Context: an optimization exercise on an open-source flow, tuned for small area. The choices shown serve that exercise and are no tape-out recipe. RTL that was checked went through simulation tests only; none was proved equivalent to the original. No driver is modelled on the clock port, so clocking that relies on it looks cheaper here than on a real chip. No activity file was given, so power comes from the tool's default toggle rates.

## VendingAlle
module VendingAlle (
    input wire clk,
    input wire reset,
    input wire boton_moneda,
    input wire boton_p1,
    input wire boton_p2,
    input wire boton_p3,
    input wire boton_p4,
    output reg [6:0] seg,
    output reg [1:0] an,
    output reg [3:0] motor
);
reg [10:0] cd;
reg [5:0]  k;
reg [4:0]  credit;
reg        coin_prev, coin_pend, coin_go;
reg [3:0]  prev;
reg        sel_v;
reg [1:0]  sel;
reg [4:0]  tmr;         
reg [1:0]  midx;
reg        b16_d2;      
wire [11:0] cdn = cd + 1'b1;
wire tick   = cdn[11];
wire [6:0] kn = k + tick;
wire cd0    = (cd == 11'd48);
wire cd1    = (cd == 11'd49);
wire b16    = (k >= 6'd47) | ((k == 6'd46) & (cd >= 11'd1584));
wire run    = (tmr != 5'd0);
wire coin_edge = boton_moneda & ~coin_prev;
wire [3:0] btn = {boton_p4, boton_p3, boton_p2, boton_p1};
wire [3:0] chg = btn ^ prev;
wire [3:0] first = chg & ~{chg[2:0] | {chg[1:0], 1'b0} | {chg[0], 2'b0}, 1'b0};
wire [3:0] pedge = first & btn;
wire       pe_any = |pedge;
wire [1:0] pe_idx = {pedge[3] | pedge[2], pedge[3] | pedge[1]};
wire consume = tick & sel_v & ~run;
wire ge1 = |credit;
wire ge4 = credit[4] | credit[3] | credit[2];
wire ge3 = ge4 | (credit[1] & credit[0]);
wire afford = sel[1] ? (sel[0] ? ge4 : ge3) : ge1;
wire buy = consume & btn[sel] & afford;
wire bought = cd1 & (tmr == 5'd25);
wire coin_add = cd1 & coin_go & (credit != 5'd19);
wire [4:0] delta = bought ? (midx[1] ? (midx[0] ? 5'b11100 : 5'b11101) : 5'b11111)
                          : {4'b0000, coin_add};
always @(posedge clk or posedge reset) begin
    if (reset) begin
        cd <= 11'd48;
        k <= 6'd14;
        credit <= 0;
        coin_prev <= 0;
        coin_pend <= 0;
        coin_go <= 0;
        prev <= 0;
        sel_v <= 0;
        tmr <= 0;
        an <= 2'b00;
        b16_d2 <= 0;
    end else begin
        cd <= cdn[10:0] | {5'b0, tick, tick, 4'b0};
        k <= kn[5:0] | {2'b0, kn[6], kn[6], kn[6], 1'b0};
        an <= b16 ? 2'b01 : 2'b10;
        b16_d2 <= an[0];
        coin_prev <= boton_moneda;
        if (tick) begin
            coin_pend <= coin_pend ? 1'b0 : coin_edge;
            coin_go <= coin_pend & boton_moneda;
        end else begin
  ...
export LEC_CHECK = 0
export CAP_MARGIN = 20
export CORE_MARGIN = 2
export CORE_UTILIZATION = 40
export CTS_BUF_LIST = sky130_fd_sc_hd__clkbuf_4
export SLEW_MARGIN = 20
create_clock -name core_clock -period 10.0 [get_ports {clk}]
run.sh (not shown) runs the stock make flow with config.mk's settings and CLKGATE_MAP_FILE= SYNTH_SCRIPT=/design/flow/synth_recipe.tcl, a recipe that flattens the netlist after the stock synthesis.
The baseline went through all stages and came out clean.
Then changed:
Settings changed: CTS_BUF_LIST sky130_fd_sc_hd__clkbuf_4 to default.
Count of clock-buffer cells in the layout climbs by 1.
Cell count stays the same.
Design area climbs by about 1.4%.
Wire length stays flat.
Worst hold slack is worse by 7.1 ps.
Non-clock buffer count does not change.
Setup slack is better by 71 ps.
Maximum frequency climbs by 1.7%.
Then changed:
==> flow/flow/run.sh (new file) <==
#!/bin/bash
# Own layout flow: the standard flow (standard.sh) with two changes:
#  - synthesis maps the logic with an area-oriented ABC script (flow/abc_area.script)
#    instead of ORFS's speed script; registers are mapped exactly as in the standard synthesis;
#  - port buffers use the smallest buffer cell.
set -euo pipefail
W=$(pwd)
{
  echo 'proc abc {args} {'
  echo '  set i [lsearch $args -script]'
  echo "  if {\$i >= 0} { lset args [expr {\$i+1}] $W/flow/abc_area.script }"
  echo '  yosys abc {*}$args'
  echo '}'
  cat "$W/synth_recipe.tcl"
} > "$W/own_synth.tcl"
bash "$W/standard.sh" "SYNTH_SCRIPT=$W/own_synth.tcl" \
  "BUFFER_PORTS_ARGS=-buffer_cell sky130_fd_sc_hd__buf_1" finish > "$W/flow.log" 2>&1
==> flow/flow/abc_area.script (new file) <==
strash
&get -n
&st
&dch -f
&nf -a -R 1000
&put
topo
==> flow/standard.sh (new file) <==
#!/bin/bash
# synth_recipe.tcl (not shown) runs the flow's synth.tcl, then flattens the netlist and writes it again
# the make line also repeats each setting of config.mk as NAME=value (left out here)
make -C /OpenROAD-flow-scripts/flow DESIGN_CONFIG=/design/flow/config.mk WORK_HOME=/design/flow/orfs CLKGATE_MAP_FILE= SYNTH_SCRIPT=/design/flow/synth_recipe.tcl "${@:-finish}"
removed: flow/run.sh
After rerunning: Sequential power is about the same; hold slack gets better by 42 ps; via count went down by about 2.6%; clock power went up by about 20%; global-route usage went up by 0.64 points; wire length went down by about 1.8%; worst setup slack gets better by 150 ps; core utilization went down by 1.1 points; register-to-register slack gets worse by 30 ps; sequential share of layout area went up by 4.1 points; clock-buffer cell count went down by 2.


Another version of the RTL of VendingAlle (not shown whole).
Size: ~190 cells after synthesis, roughly 1800 µm² of cells after synthesis.
Settings: LEC_CHECK=0, CAP_MARGIN=20, CORE_MARGIN=2, CORE_UTILIZATION=40, GPL_TIMING_DRIVEN=0, SLEW_MARGIN=20; clock period 10.0 ns.
standard.sh (not shown) runs the stock make flow with config.mk's settings and CLKGATE_MAP_FILE= SYNTH_SCRIPT=/design/flow/synth_recipe.tcl, a recipe that flattens the netlist after the stock synthesis.
==> flow/flow/run.sh <==
#!/bin/bash
set -euo pipefail
W=$(pwd)
export FLOW_ABC_SCRIPT="$W/flow/abc_area.script"
export FLOW_ABC_SEEDS="0 1 2 3"
cat "$W/flow/own_abc.tcl" "$W/synth_recipe.tcl" > "$W/own_synth.tcl"
bash "$W/standard.sh" "SYNTH_SCRIPT=$W/own_synth.tcl" "ADDER_MAP_FILE=" \
  "BUFFER_PORTS_ARGS=-buffer_cell sky130_fd_sc_hd__buf_1" \
  "CTS_ARGS=-sink_clustering_enable -repair_clock_nets -dont_use_dummy_load -buf_list sky130_fd_sc_hd__clkbuf_8" \
  "POST_CTS_TCL=$W/flow/post_cts.tcl" finish > "$W/flow.log" 2>&1
==> flow/flow/post_cts.tcl <==
proc my_clk_pin_max_slew {} {
  set mx 0
  foreach inst [get_cells *] {
    foreach p [get_pins -of_objects $inst -filter "direction==input"] {
      if {[get_property $p name] != "CLK"} continue
      set s [get_property $p slew_max]
      if {$s > $mx} { set mx $s }
    }
  }
  return $mx
}
proc my_timing_ok {} {
  return [expr {[sta::worst_slack_cmd max] > 1e-9 && [sta::worst_slack_cmd min] > 1e-10}]
}
set my_sizes {sky130_fd_sc_hd__clkbuf_1 sky130_fd_sc_hd__clkbuf_2 sky130_fd_sc_hd__clkbuf_4 sky130_fd_sc_hd__clkbuf_8 sky130_fd_sc_hd__clkbuf_16}
set my_db [ord::get_db]
estimate_parasitics -placement
puts "clock buffer sizing: before, worst clock pin slew [my_clk_pin_max_slew]"
foreach inst [[ord::get_db_block] getInsts] {
  if {![string match "clkbuf_*" [$inst getName]]} continue
  set orig [[$inst getMaster] getName]
  if {[lsearch $my_sizes $orig] < 0} continue
  foreach m $my_sizes {
    if {$m == $orig} break
    $inst swapMaster [$my_db findMaster $m]
    estimate_parasitics -placement
    if {[my_clk_pin_max_slew] < 0.100 && [my_timing_ok]} break
    $inst swapMaster [$my_db findMaster $orig]
  }
  puts "clock buffer sizing: [$inst getName] $orig -> [[$inst getMaster] getName]"
}
estimate_parasitics -placement
puts "clock buffer sizing: after, worst clock pin slew [my_clk_pin_max_slew]"
Other scripts of this flow, unchanged in this note and not shown: flow/flow/abc_area.script, flow/flow/own_abc.tcl
Rerun with:
--- a/flow/flow/run.sh
+++ b/flow/flow/run.sh
@@ -4,3 +4,3 @@
 export FLOW_ABC_SCRIPT="$W/flow/abc_area.script"
-export FLOW_ABC_SEEDS="0 1 2 3"
+export FLOW_ABC_SEEDS="0 1 2 3 4 5"
 cat "$W/flow/own_abc.tcl" "$W/synth_recipe.tcl" > "$W/own_synth.tcl"
--- a/flow/flow/post_cts.tcl
+++ b/flow/flow/post_cts.tcl
@@ -26,3 +26,3 @@
     estimate_parasitics -placement
-    if {[my_clk_pin_max_slew] < 0.100 && [my_timing_ok]} break
+    if {[my_clk_pin_max_slew] < 0.110 && [my_timing_ok]} break
     $inst swapMaster [$my_db findMaster $orig]
The changed run completed with no timing, DRC or antenna violations.
Sequential power hardly moves.
Clock skew climbs by 0.017 ns.
Maximum frequency goes up by 0.49%.
Area after synthesis stays the same.
Design area fell by 0.31%.
Synthesized cell count is unchanged.
Rerun with:
--- a/flow/flow/run.sh
+++ b/flow/flow/run.sh
@@ -4,3 +4,3 @@
 export FLOW_ABC_SCRIPT="$W/flow/abc_area.script"
-export FLOW_ABC_SEEDS="0 1 2 3 4 5"
+export FLOW_ABC_SEEDS="0 1 2 3 4 5 6 7 8 9"
 cat "$W/flow/own_abc.tcl" "$W/synth_recipe.tcl" > "$W/own_synth.tcl"
=> Worst setup slack degrades by 0.013 ns. Sequential share of layout area went up by 0.32 points. Total power went down by 1.5%. Count of clock-buffer cells in the layout stays the same. Global-route usage went down by 0.48 points. Critical path depth went up by 2.


Setup of build 1:
The RTL this note starts from:
==> flow/design.v <==
module VendingAlle (
    input wire clk,
    input wire reset,
    input wire boton_moneda,
    input wire boton_p1,
    input wire boton_p2,
    input wire boton_p3,
    input wire boton_p4,
    output reg [6:0] seg,
    output reg [1:0] an,
    output reg [3:0] motor
);
reg [10:0] cd;
reg [5:0]  k;
reg [4:0]  credit;
reg        coin_prev, coin_pend, coin_go;
reg [3:0]  prev;
reg        sel_v;
reg [1:0]  sel;
reg [4:0]  tmr;         
reg [1:0]  midx;
reg        b16_d2;      
wire z49    = ~|cd[9:4];
wire tick   = z49 & ~cd[3] & ~cd[2] & ~cd[1] & ~cd[0];             
wire cd0    = z49 & ~cd[10] & ~cd[3] & ~cd[1] & ~cd[0];            
wire cd1    = z49 & ~cd[10] & ~cd[2] & ~cd[1] & cd[0];             
wire cd1536 = (cd == 11'b10010010001);                             
wire [6:0] kn = k + tick;
wire b16    = (k > 6'd46) | ((k == 6'd46) & (an[0] | cd1536));
wire run    = (tmr != 5'd0);
wire coin_edge = boton_moneda & ~coin_prev;
wire [3:0] btn = {boton_p4, boton_p3, boton_p2, boton_p1};
wire [3:0] chg = btn ^ prev;
wire [3:0] first = chg & ~{chg[2:0] | {chg[1:0], 1'b0} | {chg[0], 2'b0}, 1'b0};
wire [3:0] pedge = first & btn;
wire       pe_any = |pedge;
wire [1:0] pe_idx = {pedge[3] | pedge[2], pedge[3] | pedge[1]};
wire consume = tick & sel_v & ~run;
wire ge1 = |credit;
wire ge4 = credit[4] | credit[3] | credit[2];
wire ge3 = ge4 | (credit[1] & credit[0]);
wire afford = sel[1] ? (sel[0] ? ge4 : ge3) : ge1;
wire buy = consume & btn[sel] & afford;
wire bought = cd1 & (tmr == 5'd25);
wire coin_add = cd1 & coin_go & (credit != 5'd19);
wire [4:0] delta = bought ? (midx[1] ? (midx[0] ? 5'b11100 : 5'b11101) : 5'b11111)
                          : {4'b0000, coin_add};
always @(posedge clk or posedge reset) begin
    if (reset) begin
        cd <= 11'b00000000100;
        k <= 6'd14;
        credit <= 0;
        coin_prev <= 0;
        coin_pend <= 0;
        coin_go <= 0;
        prev <= 0;
        sel_v <= 0;
        tmr <= 0;
        an <= 2'b00;
        b16_d2 <= 0;
    end else begin
        cd <= {cd[9:0], ~(cd[10] ^ cd[8])} | {8'b0, tick, 2'b0};
        k <= kn[5:0] | {2'b0, kn[6], kn[6], kn[6], 1'b0};
        an <= b16 ? 2'b01 : 2'b10;
        b16_d2 <= an[0];
        coin_prev <= boton_moneda;
        if (tick) begin
            coin_pend <= coin_pend ? 1'b0 : coin_edge;
            coin_go <= coin_pend & boton_moneda;
        end else begin
            coin_pend <= coin_pend | coin_edge;
        end
        prev <= prev ^ first;
        if (pe_any)
            sel_v <= ~(consume & (pe_idx == sel));
        else if (consume)
            sel_v <= 1'b0;
        if (buy)
            tmr <= 5'd26;
        else if (cd0 & run)
            tmr <= tmr - 1'b1;
        credit <= credit + delta;
    end
end
always @(posedge clk) begin
    if (pe_any) sel <= pe_idx;
    if (buy) midx <= sel;
end
wire       alive = an[1] | an[0];
wire       u = credit[0];
wire [3:0] t = credit[4:1];
wire sa = b16_d2 | t[3] | t[1] | ~(t[2] ^ t[0]);
wire sb = b16_d2 ? ~u : (~t[2] | ~(t[1] ^ t[0]));
wire sc = b16_d2 | t[2] | ~t[1] | t[0];
wire sd = b16_d2 | t[3] | (~t[2] & ~t[0]) | (t[1] & ~t[0]) | (~t[2] & t[1]) | (t[2] & ~t[1] & t[0]);
wire se = b16_d2 ? ~u : ((~t[2] & ~t[0]) | (t[1] & ~t[0]));
wire sf = b16_d2 | t[3] | (~t[1] & ~t[0]) | (t[2] & ~t[1]) | (t[2] & ~t[0]);
wire sg = b16_d2 ? u : (t[3] | (t[2] ^ t[1]) | (t[1] & ~t[0]));
always @(*) begin
    seg = {sg, sf, se, sd, sc, sb, sa} & {7{alive}};
    motor = run ? (4'b0001 << midx) : 4'b0000;
end
endmodule
export LEC_CHECK = 0
export CAP_MARGIN = 20
export CORE_MARGIN = 2
export CORE_UTILIZATION = 40
export SLEW_MARGIN = 20
create_clock -name core_clock -period 10.0 [get_ports {clk}]
==> flow/flow/run.sh <==
#!/bin/bash
# Own layout flow: the standard flow (standard.sh) with these changes:
#  - synthesis maps the logic with an area-oriented ABC script (flow/abc_area.script)
#    instead of ORFS's speed script; registers are mapped exactly as in the standard synthesis;
#  - port buffers use the smallest buffer cell;
#  - clock tree synthesis options (CTS_ARGS below).
# Each tool's output goes to flow.log in the work folder (ORFS's own logs stay under orfs/logs).
set -euo pipefail
W=$(pwd)
{
  echo 'proc abc {args} {'
  echo '  set i [lsearch $args -script]'
  echo "  if {\$i >= 0} { lset args [expr {\$i+1}] $W/flow/abc_area.script }"
  echo '  yosys abc {*}$args'
  echo '}'
  cat "$W/synth_recipe.tcl"
} > "$W/own_synth.tcl"
bash "$W/standard.sh" "SYNTH_SCRIPT=$W/own_synth.tcl" \
  "BUFFER_PORTS_ARGS=-buffer_cell sky130_fd_sc_hd__buf_1" \
  "CTS_ARGS=-sink_clustering_enable -sink_clustering_levels 1 -sink_clustering_size 50 -sink_clustering_max_diameter 500 -repair_clock_nets -dont_use_dummy_load -buf_list sky130_fd_sc_hd__clkbuf_8" finish > "$W/flow.log" 2>&1
==> flow/flow/abc_area.script <==
strash
&get -n
&st
&dch -f
&nf -a -R 1000
&put
topo
Input changes introduced in build 35 (baseline for comparison: build 1):
-- flow/flow/run.sh --
<<< build 1, line 19
  "BUFFER_PORTS_ARGS=-buffer_cell sky130_fd_sc_hd__buf_1" \
  "CTS_ARGS=-sink_clustering_enable -sink_clustering_levels 1 -sink_clustering_size 50 -sink_clustering_max_diameter 500 -repair_clock_nets -dont_use_dummy_load -buf_list sky130_fd_sc_hd__clkbuf_8" finish > "$W/flow.log" 2>&1
>>> build 35, line 19
  "BUFFER_PORTS_ARGS=-buffer_cell sky130_fd_sc_hd__buf_1" \
  "CTS_ARGS=-repair_clock_nets -dont_use_dummy_load -buf_list sky130_fd_sc_hd__clkbuf_8" finish > "$W/flow.log" 2>&1
Results
Build 1 finished every stage and its layout cleared the timing, design-rule and antenna checks. Build 35 | stages: all done | timing, DRC, antenna: all pass. There was hardly any difference in share of power burned in combinational logic between build 35 and build 1. As far as synthesized cell count is concerned, build 1 and build 35 perform about the same. Compared with build 1, in build 35 via count comparable; fraction of power consumed by the clock network about even; area growth from synthesis to final layout was more or less identical; setup slack of the critical path after layout shows no meaningful change.
#### Input delta (build 62 over build 35)
-- flow/flow/run.sh --
<<< build 35, line 19
  "BUFFER_PORTS_ARGS=-buffer_cell sky130_fd_sc_hd__buf_1" \
  "CTS_ARGS=-repair_clock_nets -dont_use_dummy_load -buf_list sky130_fd_sc_hd__clkbuf_8" finish > "$W/flow.log" 2>&1
>>> build 62, line 19
  "BUFFER_PORTS_ARGS=-buffer_cell sky130_fd_sc_hd__buf_1" \
  "CTS_ARGS=-sink_clustering_enable -repair_clock_nets -dont_use_dummy_load -buf_list sky130_fd_sc_hd__clkbuf_4" finish > "$W/flow.log" 2>&1
Notes after the runs:
Every stage of the flow completed for build 62, and the final layout passed the timing, design-rule and antenna checks. Build 35 was carried through to the last stage, and its layout satisfied the timing, design-rule and antenna checks. Worst setup slack: higher on build 35. Met3 track demand over resource delta for build 62 relative to build 35: 0.40 points higher. Build 35 → build 62: power dropped about 7%, sequential share of layout area went up. The final-layout worst hold slack reported for build 62 is greater than that of build 35 by 0.0086 ns. Build 62 and build 35 ended up with nearly the same via count.
Input changes introduced in build 34 (baseline for comparison: build 62):
-- flow/flow/run.sh --
<<< build 62, line 19
  "BUFFER_PORTS_ARGS=-buffer_cell sky130_fd_sc_hd__buf_1" \
  "CTS_ARGS=-sink_clustering_enable -repair_clock_nets -dont_use_dummy_load -buf_list sky130_fd_sc_hd__clkbuf_4" finish > "$W/flow.log" 2>&1
>>> build 34, line 19
  "BUFFER_PORTS_ARGS=-buffer_cell sky130_fd_sc_hd__buf_1" \
  "CTS_ARGS=-sink_clustering_enable -repair_clock_nets -dont_use_dummy_load -buf_list sky130_fd_sc_hd__clkbuf_8 -sink_clustering_size 50 -sink_clustering_max_diameter 500" finish > "$W/flow.log" 2>&1
Findings:
NOTE fmax build 62->build 34 increased slightly
| depth of the CTS H-tree | build 62 vs build 34 | ≈ equal |
On register-to-register slack: between build 34 and build 62, it ends up lower for build 62.
Diff build 34..build 62 | total nets after synthesis | negligible
Going from build 62 to build 34, routed wire length climbed about 0.32%, total number of vias barely changed.
No run of this note included a check of the RTL's function; only the layout flow was run.

-- static timing again, ports no longer ideal --
The flow's constraints put no driver on any port. The routed layouts listed below were extracted and timed again, unchanged, in two steps. Step 1: set_driving_cell puts a clkbuf_16 on clk and a buf_2 on each other input, an assumption about the parent block. Step 2 adds t to the input delays and takes it off the output delays; t is the mean of the earliest and latest rising clock arrival at the registers after step 1. Input paths then give back, and output paths get back, about the clock's delay inside the block. Slacks: ideal ports / drivers / drivers and shift; pairs: ideal ports / drivers.
| run | t (ns) | slack for setup (ns) | hold slack, ns | worst register clock-pin slew, ns |
|---|---|---|---|---|
| the first run of note 1 | 0.367 | 5.769 / 5.744 / 6.111 | 0.422 / 0.422 / 0.422 | 0.12 / 0.12 |
| the second run of note 1 | 0.316 | 5.841 / 5.814 / 6.129 | 0.415 / 0.415 / 0.415 | 0.08 / 0.08 |
| the third run of note 1 | 0.321 | 5.993 / 5.966 / 6.287 | 0.457 / 0.457 / 0.457 | 0.08 / 0.08 |
| the first run of note 2 | 0.524 | 5.858 / 5.834 / 5.896 | 0.378 / 0.378 / 0.378 | 0.08 / 0.08 |
| the second run of note 2 | 0.528 | 5.878 / 5.854 / 5.925 | 0.378 / 0.378 / 0.378 | 0.10 / 0.10 |
| the third run of note 2 | 0.504 | 5.865 / 5.843 / 6.117 | 0.384 / 0.384 / 0.384 | 0.10 / 0.10 |
| build 1 | 0.310 | 6.047 / 6.022 / 6.292 | 0.387 / 0.387 / 0.387 | 0.08 / 0.08 |
| build 35 | 0.310 | 6.047 / 6.022 / 6.292 | 0.387 / 0.387 / 0.387 | 0.08 / 0.08 |
| build 62 | 0.366 | 5.987 / 5.962 / 6.296 | 0.396 / 0.396 / 0.396 | 0.12 / 0.12 |
| build 34 | 0.310 | 6.047 / 6.022 / 6.292 | 0.387 / 0.387 / 0.387 | 0.08 / 0.08 |
After both steps setup and hold are still met in every run listed.
